This is an optimization exercise on Yosys and OpenROAD, whose aim is small area, not a production implementation. Only simulation tests tie the RTL to the original design; equivalence was not proved. The flow treats the clock pin as an ideal source, which a real chip does not have. Power is estimated from default activity; no workload was simulated.

==> flow/design.v <==
`timescale 1ns / 1ps
module digi_clock ( clk, sw, btn, seg, Led, an );
input clk ;
input [7:0] sw ;
input [3:0] btn ;
output [4:1] Led ;
output [7:0] seg ;
output [3:0] an ;
wire rst  = btn[3] ;
wire load = btn[2] ;
wire hp   = btn[1] ;
wire mp   = btn[0] ;
reg [8:0] t ;
wire tick10 = t[8] & t[7] & t[3] & t[2] & t[1] & t[0] ;    
always @(posedge clk)
  if (rst | tick10) t <= 9'd0 ;
  else              t <= t + 9'd1 ;
wire [1:0] cnt = t[3:2] ;
reg [3:0] d ;
wire d_last = d[3] & d[0] ;             
wire tick1  = tick10 & d[3] & d[0] & ~d[1] ;
always @(posedge clk)
  if (rst)          d <= 4'b1011 ;
  else if (tick10)  d <= d_last ? {3'b000, d[1]} : d + 4'd1 ;
wire blink = d[0] ;
wire [4:0] ren = {sw[4:1], sw[7]} ;
wire em = tick10 & mp ;
wire eh = tick10 & ~mp & hp ;
wire [5:0] rm0, rm1, rm2, rm3, rm4 ;
wire [4:0] rh0, rh1, rh2, rh3, rh4 ;
hm_reg r0 (.clk(clk), .rst(rst), .em(em & ren[0]), .eh(eh & ren[0]), .m(rm0), .h(rh0)) ;
hm_reg r1 (.clk(clk), .rst(rst), .em(em & ren[1]), .eh(eh & ren[1]), .m(rm1), .h(rh1)) ;
hm_reg r2 (.clk(clk), .rst(rst), .em(em & ren[2]), .eh(eh & ren[2]), .m(rm2), .h(rh2)) ;
hm_reg r3 (.clk(clk), .rst(rst), .em(em & ren[3]), .eh(eh & ren[3]), .m(rm3), .h(rh3)) ;
hm_reg r4 (.clk(clk), .rst(rst), .em(em & ren[4]), .eh(eh & ren[4]), .m(rm4), .h(rh4)) ;
reg [5:0] cs, cm ;
reg [4:0] ch ;
wire s59 = cs[5] & cs[4] & cs[3] & cs[1] & cs[0] ;
wire m59 = cm[5] & cm[4] & cm[3] & cm[1] & cm[0] ;
wire h23 = ch[4] & ch[2] & ch[1] & ch[0] ;
wire ld  = sw[7] & load ;
wire cz  = rst | (tick1 & s59 & m59 & h23) ;
wire lz  = tick1 & ld ;
wire sz  = cz | lz | (tick1 & s59) ;
wire mz  = cz | (tick1 & ~ld & s59 & m59) ;
wire ces = tick1 ;
wire cem = tick1 & s59 ;
wire ceh = tick1 & s59 & m59 ;
wire [5:0] ts = {ces & (&cs[4:0]), ces & (&cs[3:0]), ces & (&cs[2:0]), ces & (&cs[1:0]), ces & cs[0], ces} ;
wire [5:0] tm = {cem & (&cm[4:0]), cem & (&cm[3:0]), cem & (&cm[2:0]), cem & (&cm[1:0]), cem & cm[0], cem} ;
wire [4:0] th = {ceh & (&ch[3:0]), ceh & (&ch[2:0]), ceh & (&ch[1:0]), ceh & ch[0], ceh} ;
always @(posedge clk) begin
  cs <= sz ? 6'd0 : cs ^ ts ;
  cm <= mz ? 6'd0 : lz ? rm0 : cm ^ tm ;
  ch <= cz ? 5'd0 : lz ? rh0 : ch ^ th ;
end
wire any_en = |sw[4:1] ;
wire c0 = ~cnt[1] & ~cnt[0] ;
wire c1 = ~cnt[1] &  cnt[0] ;
wire c2 =  cnt[1] & ~cnt[0] ;
wire c3 =  cnt[1] &  cnt[0] ;
wire e3 =  sw[4] & ~sw[3] & ~sw[2] & ~sw[1] ;
wire e2 = ~sw[4] &  sw[3] & ~sw[2] & ~sw[1] ;
wire e1 = ~sw[4] & ~sw[3] &  sw[2] & ~sw[1] ;
wire k0 = any_en ? ~(e1 | e2 | e3) : c0 ;
wire k1 = any_en ? e1 : c1 ;
wire k2 = any_en ? e2 : c2 ;
wire k3 = any_en ? e3 : c3 ;
wire [5:0] am = ({6{k0}} & rm1) | ({6{k1}} & rm2) | ({6{k2}} & rm3) | ({6{k3}} & rm4) ;
wire [4:0] ah = ({5{k0}} & rh1) | ({5{k1}} & rh2) | ({5{k2}} & rh3) | ({5{k3}} & rh4) ;
wire ring = ~any_en & sw[5] & (blink | ~sw[6]) & (am == cm) & (ah == ch) ;
assign Led[1] = ring & c0 ;
assign Led[2] = ring & c1 ;
assign Led[3] = ring & c2 ;
assign Led[4] = ring & c3 ;
wire dS = sw[7] ;
wire dA = ~sw[7] & any_en ;
wire dC = ~sw[7] & ~any_en ;
wire dSm = dS & ~cnt[1] ;
wire dSh = dS &  cnt[1] ;
wire dAm = dA & ~cnt[1] ;
wire dAh = dA &  cnt[1] ;
wire dCs = dC &  sw[0] & ~cnt[1] ;
wire dCm = dC & (sw[0] ~^ cnt[1]) ;
wire dCh = dC & ~sw[0] &  cnt[1] ;
wire [5:0] v = ({6{dSm}} & rm0) | ({6{dSh}} & {1'b0, rh0}) |
               ({6{dAm}} & am)  | ({6{dAh}} & {1'b0, ah})  |
               ({6{dCs}} & cs)  | ({6{dCm}} & cm) | ({6{dCh}} & {1'b0, ch}) ;
reg [3:0] hex ;
always @(*) begin
  if (cnt[0]) hex = v / 6'd10 ;
  else        hex = v % 6'd10 ;
end
assign an = ~(4'b0001 << cnt) ;
reg [6:0] sg ;
always @(*)
  case (hex)
    4'd1: sg = 7'b1111001 ;
    4'd2: sg = 7'b0100100 ;
    4'd3: sg = 7'b0110000 ;
    4'd4: sg = 7'b0011001 ;
    4'd5: sg = 7'b0010010 ;
    4'd6: sg = 7'b0000010 ;
    4'd7: sg = 7'b1111000 ;
    4'd8: sg = 7'b0000000 ;
    4'd9: sg = 7'b0010000 ;
    default: sg = 7'b1000000 ;
  endcase
assign seg = {1'b1, sg} ;
endmodule
module hm_reg ( clk, rst, em, eh, m, h ) ;
input clk, rst, em, eh ;
output reg [5:0] m ;
output reg [4:0] h ;
wire mz = rst | (em & m[5] & m[4] & m[3] & m[1] & m[0]) ;    
wire hz = rst | (eh & h[4] & h[2] & h[1] & h[0]) ;           
always @(posedge clk) begin
  if (mz)      m <= 6'd0 ;
  else if (em) m <= m + 6'd1 ;
  if (hz)      h <= 5'd0 ;
  else if (eh) h <= h + 5'd1 ;
end
endmodule
clock: 10.0 ns
lec_check: 0
abc_area: 1
cap_margin: 20
core_margin: 2
core_utilization: 70
slew_margin: 20
standard.sh (not shown) runs the stock make flow with config.mk's settings and CLKGATE_MAP_FILE= SYNTH_SCRIPT=/design/flow/synth_recipe.tcl, a recipe that flattens the netlist after the stock synthesis.
==> flow/flow/run.sh <==
#!/bin/bash
# Layout flow: the standard ORFS flow (standard.sh), with these changes:
#  - synthesis maps the logic with area-oriented ABC scripts in place of
#    ORFS's delay-oriented one: it synthesizes once with each of
#    flow/abc*.script and keeps the script whose netlist has the smallest
#    cell area (ties: the first). Adders are not mapped to half/full-adder
#    cells (ADDER_MAP_FILE empty). The registers are mapped by dfflibmap
#    before ABC runs, exactly as in the standard synthesis, so they keep
#    their names and cells;
#  - the port buffers are the smallest buffer cell (buf_1);
set -euo pipefail
here=$(pwd)
cts_args=$(cat "$here/flow/cts_args")
stat_file="$here/orfs/reports/sky130hd/digi_clock/base/synth_stat.txt"
best=""; best_area=""
for s in "$here"/flow/abc*.script; do
  n=$(basename "$s" .script)
  rm -rf "$here/scripts_abc" "$here/orfs"
  cp -r "$FLOW_HOME/scripts" "$here/scripts_abc"
  cp "$s" "$here/scripts_abc/abc_area.script"
  bash standard.sh SCRIPTS_DIR="$here/scripts_abc" ABC_AREA=1 ADDER_MAP_FILE= \
    synth > "$here/flow_make_synth_$n.log" 2>&1 || continue
  a=$(awk '/Chip area for module/{print $NF}' "$stat_file" | tail -1)
  echo "$n $a" >> "$here/synth_areas.txt"
  if [[ -z "$best" ]] || awk -v a="$a" -v b="$best_area" 'BEGIN{exit !(a < b)}'; then
    best="$s"; best_area="$a"
  fi
done
echo "chosen: $(basename "$best") $best_area" >> "$here/synth_areas.txt"
rm -rf "$here/scripts_abc" "$here/orfs"
cp -r "$FLOW_HOME/scripts" "$here/scripts_abc"
cp "$best" "$here/scripts_abc/abc_area.script"
bash standard.sh SCRIPTS_DIR="$here/scripts_abc" ABC_AREA=1 ADDER_MAP_FILE= \
  BUFFER_PORTS_ARGS="-buffer_cell sky130_fd_sc_hd__buf_1" \
  CTS_ARGS="$cts_args" POST_CTS_TCL="$here/flow/post_cts.tcl" finish > "$here/flow_make.log" 2>&1
Other scripts of this flow, unchanged in this note and not shown: flow/flow/abc1.script, flow/flow/abc2.script, flow/flow/abc3.script, flow/flow/abc4.script, flow/flow/abc5.script, flow/flow/abc6.script, flow/flow/abc7.script, flow/flow/abc8.script, flow/flow/abc9.script, flow/flow/cts_args, flow/flow/post_cts.tcl
Then changed:
--- a/flow/design.v
+++ b/flow/design.v
@@ -38,23 +38,21 @@
 wire s59 = cs[5] & cs[4] & cs[3] & cs[1] & cs[0] ;
 wire m59 = cm[5] & cm[4] & cm[3] & cm[1] & cm[0] ;
 wire h23 = ch[4] & ch[2] & ch[1] & ch[0] ;
 wire ld  = sw[7] & load ;
 wire cz  = rst | (tick1 & s59 & m59 & h23) ;
-wire lz  = tick1 & ld ;
-wire sz  = cz | lz | (tick1 & s59) ;
+wire sz  = cz | (tick1 & (ld | s59)) ;
 wire mz  = cz | (tick1 & ~ld & s59 & m59) ;
-wire ces = tick1 ;
-wire cem = tick1 & s59 ;
-wire ceh = tick1 & s59 & m59 ;
-wire [5:0] ts = {ces & (&cs[4:0]), ces & (&cs[3:0]), ces & (&cs[2:0]), ces & (&cs[1:0]), ces & cs[0], ces} ;
-wire [5:0] tm = {cem & (&cm[4:0]), cem & (&cm[3:0]), cem & (&cm[2:0]), cem & (&cm[1:0]), cem & cm[0], cem} ;
-wire [4:0] th = {ceh & (&ch[3:0]), ceh & (&ch[2:0]), ceh & (&ch[1:0]), ceh & ch[0], ceh} ;
 always @(posedge clk) begin
-  cs <= sz ? 6'd0 : cs ^ ts ;
-  cm <= mz ? 6'd0 : lz ? rm0 : cm ^ tm ;
-  ch <= cz ? 5'd0 : lz ? rh0 : ch ^ th ;
+  if (sz)         cs <= 6'd0 ;
+  else if (tick1) cs <= cs + 6'd1 ;
+  if (mz)         cm <= 6'd0 ;
+  else if (tick1 & ld) cm <= rm0 ;
+  else if (tick1 & s59) cm <= cm + 6'd1 ;
+  if (cz)         ch <= 5'd0 ;
+  else if (tick1 & ld) ch <= rh0 ;
+  else if (tick1 & s59 & m59) ch <= ch + 5'd1 ;
 end
 wire any_en = |sw[4:1] ;
 wire c0 = ~cnt[1] & ~cnt[0] ;
 wire c1 = ~cnt[1] &  cnt[0] ;
 wire c2 =  cnt[1] & ~cnt[0] ;
Effect: Area after synthesis rises by about 0.6%. Setup slack improves by 0.11 ns. Flip-flop and latch count does not change. Die area rises by about 0.57%. Routed wire length rises by about 5.6%. Cell area rises by 1.1%. Power rises by 1.8%. Core utilization rises by 0.36 points. Register-to-register slack improves by 0.50 ns. Clock skew rises by 0.0089 ns. Clock power rises by about 6%. Final cell count rises by 1.7%. Non-clock buffer count rises by 2.

what the ideal ports hide:
No port has a modelled driver above. Below, the same layouts with a new extraction and two added sets of constraints. Step 1: set_driving_cell puts a clkbuf_16 on clk and a buf_2 on each other input, an assumption about the parent block. Step 2 also shifts input and output timing later by t, the mid clock arrival at the registers, as if the neighbouring blocks saw the same clock. a / b / c = ideal / step 1 / step 2; a / b = the first two.
run | t (ns) | setup slack, ns | latest minus earliest clock arrival (ns) | cell pins on the clock port's net
the first run | 0.815 | 1.247 / 1.225 / 1.225 | 0.037 / 0.037 | 1
the second run | 0.795 | 1.354 / 1.333 / 1.333 | 0.045 / 0.046 | 1
After both steps every run listed still meets setup and hold. The setup slack of the first run, which loses most, moves by -0.022 ns with the drivers and by -0.022 ns with both steps.
